What follows belongs to an exercise in optimizing a design on an open flow for small area and a short achievable clock period; a production flow would make more cautious choices.
The RTL was checked by simulation tests, not by an equivalence proof against the original design.
Power figures rest on the tool's default switching activity, not on a simulated workload.

## flow/design.v (module list and top-level ports; edited modules follow where they fit)
// module SAD_cal: 12000 lines
// module SAD_fa: 6 lines
// module SAD_ha: 6 lines
// module SAD_andn: 5 lines
// module SAD_nandn: 5 lines
// module SAD_xor: 5 lines
// module SAD_xnor: 5 lines
// module SAD_nand: 5 lines
// module SAD_nor: 5 lines
// module SAD_aoi: 5 lines
// module SAD_oai: 5 lines
// module SAD_inv: 5 lines
// module SAD_absdiff: 22 lines
module SAD_cal(rstn,clk,din,refi,cal_en,sad,sad_val);
  // ...
==> flow/flow/run.sh <==
#!/bin/bash
# The standard layout (standard.sh) with three changes to how the layout is made:
#  - plain buf_1 cells as the port buffers instead of the delay cells buffer_ports picks;
#  - I/O pins allowed on every routing track of the die's edge, so the die can be smaller;
#  - the clock pin placed first (io_pre.tcl) in a stretch of edge kept free of other pins,
#    because the clock net's wider-spacing routing rule clashes with pins one track away.
set -euo pipefail
export BUFFER_PORTS_ARGS="-buffer_cell sky130_fd_sc_hd__buf_1"
export PLACE_PINS_ARGS="-min_distance 1 -min_distance_in_tracks -exclude top:225-255"
export PRE_IO_PLACEMENT_TCL="$PWD/flow/io_pre.tcl"
export ROUTING_LAYER_ADJUSTMENT=0.10
bash standard.sh > standard.log 2>&1
==> flow/flow/io_pre.tcl <==
# Clock pin in the middle of the top edge; place_pins keeps other pins out of top:225-255.
place_pin -pin_name clk -layer met2 -location {240 480} -pin_size {0.14 0.97} -force_to_die_boundary
==> flow/standard.sh <==
#!/bin/bash
# synth_recipe.tcl (not shown) runs the flow's synth.tcl, then flattens the netlist and writes it again
# the make line also repeats each setting of config.mk as NAME=value (left out here)
make -C /OpenROAD-flow-scripts/flow DESIGN_CONFIG=/design/flow/config.mk WORK_HOME=/design/flow/orfs CLKGATE_MAP_FILE= SYNTH_SCRIPT=/design/flow/synth_recipe.tcl "${@:-finish}"
==> flow/config.mk <==
export PLATFORM = sky130hd
export DESIGN_NAME = SAD_cal
export DESIGN_NICKNAME = SAD_cal
export VERILOG_FILES = /design/flow/design.v
export SDC_FILE = /design/flow/constraint.sdc
export NUM_CORES = 4
export LEC_CHECK = 0
export CAP_MARGIN = 20
export CORE_AREA = 12 12 468 468
export DIE_AREA = 0 0 480 480
export PLACE_DENSITY = 0.75
export SETUP_SLACK_MARGIN = 1.0
export SLEW_MARGIN = 60
export SYNTH_HIERARCHICAL = 1
==> flow/constraint.sdc <==
create_clock -name core_clock -period 4.0 [get_ports {clk}]
set_input_delay 0.8000 -clock core_clock [delete_from_list [all_inputs] [get_ports {clk}]]
set_output_delay 0.8000 -clock core_clock [all_outputs]
set_load 0.01 [all_outputs]
==> summary.txt, run 1 <==
R2R Path End=total_q[10]; Worst Setup SP=r3337; postcts setup bufs=0; post-layout util=53.4%; biggest regs=total_q x16, vld x5; Reg2Reg Depth=8; fin cells=14500; met2 usage=a little under three fifths; met3 wire length=~37 mm; area of the core=just over 0.2 mm2; top cell type's share of synthesized area=between 20% and 30%; Worst setup SP type=flop; synthesized area per cell=~10 um2; critical path type=flop to flop; layout cells sized above 1=just under 7%; r2r setup slk=approximately 1400 ps; drt pass-1 iters=6; Die Area=0.230 mm2; Initial Util=a little under half; port bufs=slightly above 2000; MaxCap Viol Count=0; commonest non-fill, non-tap cell in the layout=buf_1; post-synthesis adder-cell area fraction=between 20 and 25%; placed cell area=around 0.11 mm2; initial antenna violation count=~240; arrival time worst endpoint=~3300 ps; CLK BUF=157; Final period util=approximately two thirds; status=no timing/DRC/antenna violations; Placed Cells=about 14000; worst-margin pin slew=between 600 and 700 ps; first-pass GRT wire length=between 500 and 600 mm; Post-Route M1 WL=about 160 mm; #MultiIn Comb=between 7000 and 8000
==> inputs of run 2 (changes only) <==
--- a/flow/config.mk
+++ b/flow/config.mk
@@ -11,4 +11,4 @@
 export PLACE_DENSITY = 0.75
 export SETUP_SLACK_MARGIN = 1.0
-export SLEW_MARGIN = 60
+export SLEW_MARGIN = 20
 export SYNTH_HIERARCHICAL = 1
==> run 2 against run 1 <==
Net effect:
- routed wire length fell by 0.29%
- die area did not move
- cell count rose by 0.10%
- via count fell by 0.27%
- area after synthesis did not move
- global-route usage fell by 0.053 points
- critical endpoint is now total_q[8]
==> summary.txt, run 2 <==
Fin Clk Skew=~60 ps; Worst EP required=4630 ps; Post-synth EDFFs=0; MaxCap Viol Count=0 (unchanged); port bufs=2067 (unchanged); first-pass GRT wire length=561 mm (-0.21%); max reg flops=16; post-synthesis adder-cell area fraction=24.2% (unchanged); post-synthesis compound-gate area fraction=about 11%; Die Area=0.230 mm2 (unchanged); synthesized area per cell=10.1 um2 (unchanged); drt pass-1 iters=8 (+2); htree depth=3; most frequent cell after synthesis=xnor2_1; placed cell area=0.106 mm2 (-0.17%); DR vias=around 75000; Die X=approximately 480 um; arrival time worst endpoint=3250 ps (about the same); RSZ-0062 raised after global routing=no; routability cong.=about 1.1; most frequent cells after synthesis=1668 x xnor2_1, 1475 x xor2_1, 1153 x o21ai_1, 1132 x dfxtp_1, 1128 x fa_1; VDD IR max=~0.74 mV; layout cells sized above 1=6.38% (-0.46 points); antenna viol nets, final=0; critical path type=flop to flop; fin. max-slew vios=0; total grt overflow=0; Chip Height=480 um; Slowest cell on crit path=fa_1; fillers=between 15000 and 20000; largest net degree at the start of global routing=19; Area contributors post-synth=dfxtp_1 24%, fa_1 24%, xnor2_1 15%; vias per std cell=5.17; Placed Cells=14100 (unchanged); Synth cell types=30; cts bufs inserted=about 120; Final period util=65.6% (-0.13 points); Most Crowded Layer GR=met2; clock sink total=1137; CTS-repair resized insts=0; endpoints failing setup=0; 1st-iter DRT viols=about 5300; fin cells=14500 (+0.10%); biggest regs=total_q x16, vld x5; Seq/Total Area, Yosys=between 20 and 25%; commonest non-fill, non-tap cell in the layout=buf_1; Yosys warning count=7; nature of the critical path endpoint=flop; most frequent cells in the layout=2067 x buf_1, 1668 x xnor2_1, 1475 x xor2_1, 1153 x o21ai_1, 1132 x dfxtp_1; top cell type's share of synthesized area=24.0% (unchanged); total wire length=409 mm; top_reg_cell synth=dfxtp_1; M3 GR Usage=10.7%; Clock Latency Late Sink=~770 ps; main combinational cell family by area after synthesis=XOR/XNOR gates; post-DP HPWL=371 mm; fin nets=~15000; CTS Root Buffer Type=clkbuf_16; post-synthesis mux area share=0%; final hold vios=0; cell count after synthesis=9313; Simple-Gate Fraction of Synth Area=9.71%; HP Class=primary input to flop; xor/xnor cell area share of the yosys netlist=between 20% and 30%; worst-margin pin slew=852 ps (+189 ps); initial antenna violation count=247 (+4.7%); Hold WS=between 150 and 200 ps; Critical Path, Cell by Cell=ha_1 > fa_1 > ha_1 > nand2_1 > or3_1 > nand2_1 > fa_1; fmax=381 MHz; Initial Util=45.6% (unchanged); Post-CTS Hold Fix Bufs=1; post-synth top area cell=dfxtp_1; peak fanout along the critical path=4; Layout area overhead=16.9%; area of the core=0.207 mm2 (unchanged); met1 usage=between 30 and 40%; postcts setup bufs=0 (unchanged); WL per Instance=28.2 um; I/O Pins=between 2000 and 2500; final instance area=0.110 mm2; met2 usage=54.9% (-0.23 points); leak pwr=a little over 40 nW; slowest stage delay, CP=between 400 and 500 ps; Async S/R FF share, synth=less than 1%; num rows=167; Final min period=roughly 2600 ps; DRC errors left=0; Synth Cell Area=0.0944 mm2; syn_nets=approximately 13000; maximum clock path buffer count=3; Max-slew headroom=42.8%; vias in the first global route=between 70000 and 80000; Total GRT Usage=approximately a third; status=no timing/DRC/antenna violations; Reg clk slew, reported paths=~70 ps; Worst setup SP type=flop; FF+latch count, synth=around 1100; Pwr Density=939 mW/mm2; total power=about 100 mW; Biggest register=total_q; CTS tree=built; setup TNS=0 ps
-- run 2: cell counts after synthesis --
No cell type changed its count.
-- run 2: cell type report --
cell class                      count  area, um2  area share (%)
Multi-Input combinational cell   7725      69900            63.3
Sequential cell                  1137      22800            20.6
Timing Repair Buffer             2080       7860            7.12
Inverter                          450       1690            1.53
Clock buffer                      149       3280            2.97
Antenna cell                      205        513           0.465
Tap cell                         2704       3380            3.06
Clock inverter                     73        951           0.861
-- run 2: metrics by stage --
stage / utilization [%] / setup slack (ps)
floorplan: - / 1460
CTS: 53.1 / 1370
global placement: 51.1 / 768
global route: 53.3 / 1270
detailed placement: 51.1 / 746
finish: 53.4 / 1380
-- run 2: logic make-up after synthesis --
family | count (synthesis)
AOI/OAI and AO/OA | 1681
and+or+nand+nor | 1752
DFF | 1137
adders and majority gates | 1149
buffers and inverters | 451
xor gates and xnor gates | 3143
-- run 2: worst paths after layout --
path / to / startpoint / slack, ps / cells past startpoint
worst min-delay path: vld[0] / cal_en / 180 / 1
max in group asynchronous: vld[2] / rstn / 3360 / 2
worst max register to register: total_q[8] / r3337 / 1380 / 7
worst max-delay path: total_q[8] / r3337 / 1380 / 7
worst min register to register: r3327 / r3160 / 330 / 0
min in group asynchronous: vld[4] / rstn / 440 / 2
-- run 2: layer usage --
metal | routed length [um] | part of all wire, % | up-vias
li1 | - | - | 34200
met1 | 155000 | 38 | 36100
met2 | 187000 | 46 | 3464
met3 | 36500 | 8.9 | 1192
met4 | 29600 | 7.2 | 92
met5 | 628 | 0.15 | -
-- run 2: power breakdown --
| group | leakage (nW) | internal (mW) | switching, mW |
|---|---|---|---|
| Combinational | 29.2 | 26.8 | 41.7 |
| Sequential | 9.61 | 19.0 | 4.25 |
| Clock | 2.08 | 6.81 | 5.06 |
| Total | 40.9 | 52.6 | 51.0 |
-- run 2: Yosys stat by module (local to each module, per instance) --
module,area (um2),cells inside,flip-flops and latches,times used
SAD_aoi,8.76,1,0,512
SAD_cal,23300,1202,1137,1
SAD_fa,20.0,1,0,1127
SAD_ha,12.5,1,0,8
SAD_inv,3.75,1,0,448
SAD_nand,3.75,1,0,256
SAD_nandn,6.26,1,0,1024
SAD_nor,3.75,1,0,448
SAD_oai,5.00,1,0,1152
SAD_xnor,8.76,1,0,1664
SAD_xor,8.76,1,0,1472
-- run 2: worst max-delay path, delay by kind of cell, from the launching register on --
kind | cells | cell delay (ps)
fa+ha+maj | 4 | 1540
flops | 1 | 300
simple gates | 3 | 650

-- what the ideal ports hide --
The results above use ideal ports. As a check the final layouts listed here were re-extracted and re-timed, cells and wires unchanged.
Step 1, drivers: a clkbuf_16 drives clk and a buf_2 each remaining input, both assumed.
Step 2 also shifts input and output timing later by t, the mid clock arrival at the registers, as if the neighbouring blocks saw the same clock.
Three values: no drivers, after step 1, after step 2; two values: the first two.
| run | shift t [ns] | setup slack, ns | worst hold slack (ns) | latest minus earliest clock arrival (ns) | pins driven straight from the clock port |
|---|---|---|---|---|---|
| run 1 | 0.802 | 1.371 / 1.371 / 0.723 | 0.153 / 0.133 / 0.328 | 0.068 / 0.067 | 1 |
| run 2 | 0.802 | 1.377 / 1.377 / 0.666 | 0.176 / 0.148 / 0.328 | 0.062 / 0.061 | 1 |
After both steps setup and hold are still met in every run listed. The setup slack of run 2, which loses most, moves by 0.000 ns with the drivers and by -0.711 ns with both steps.
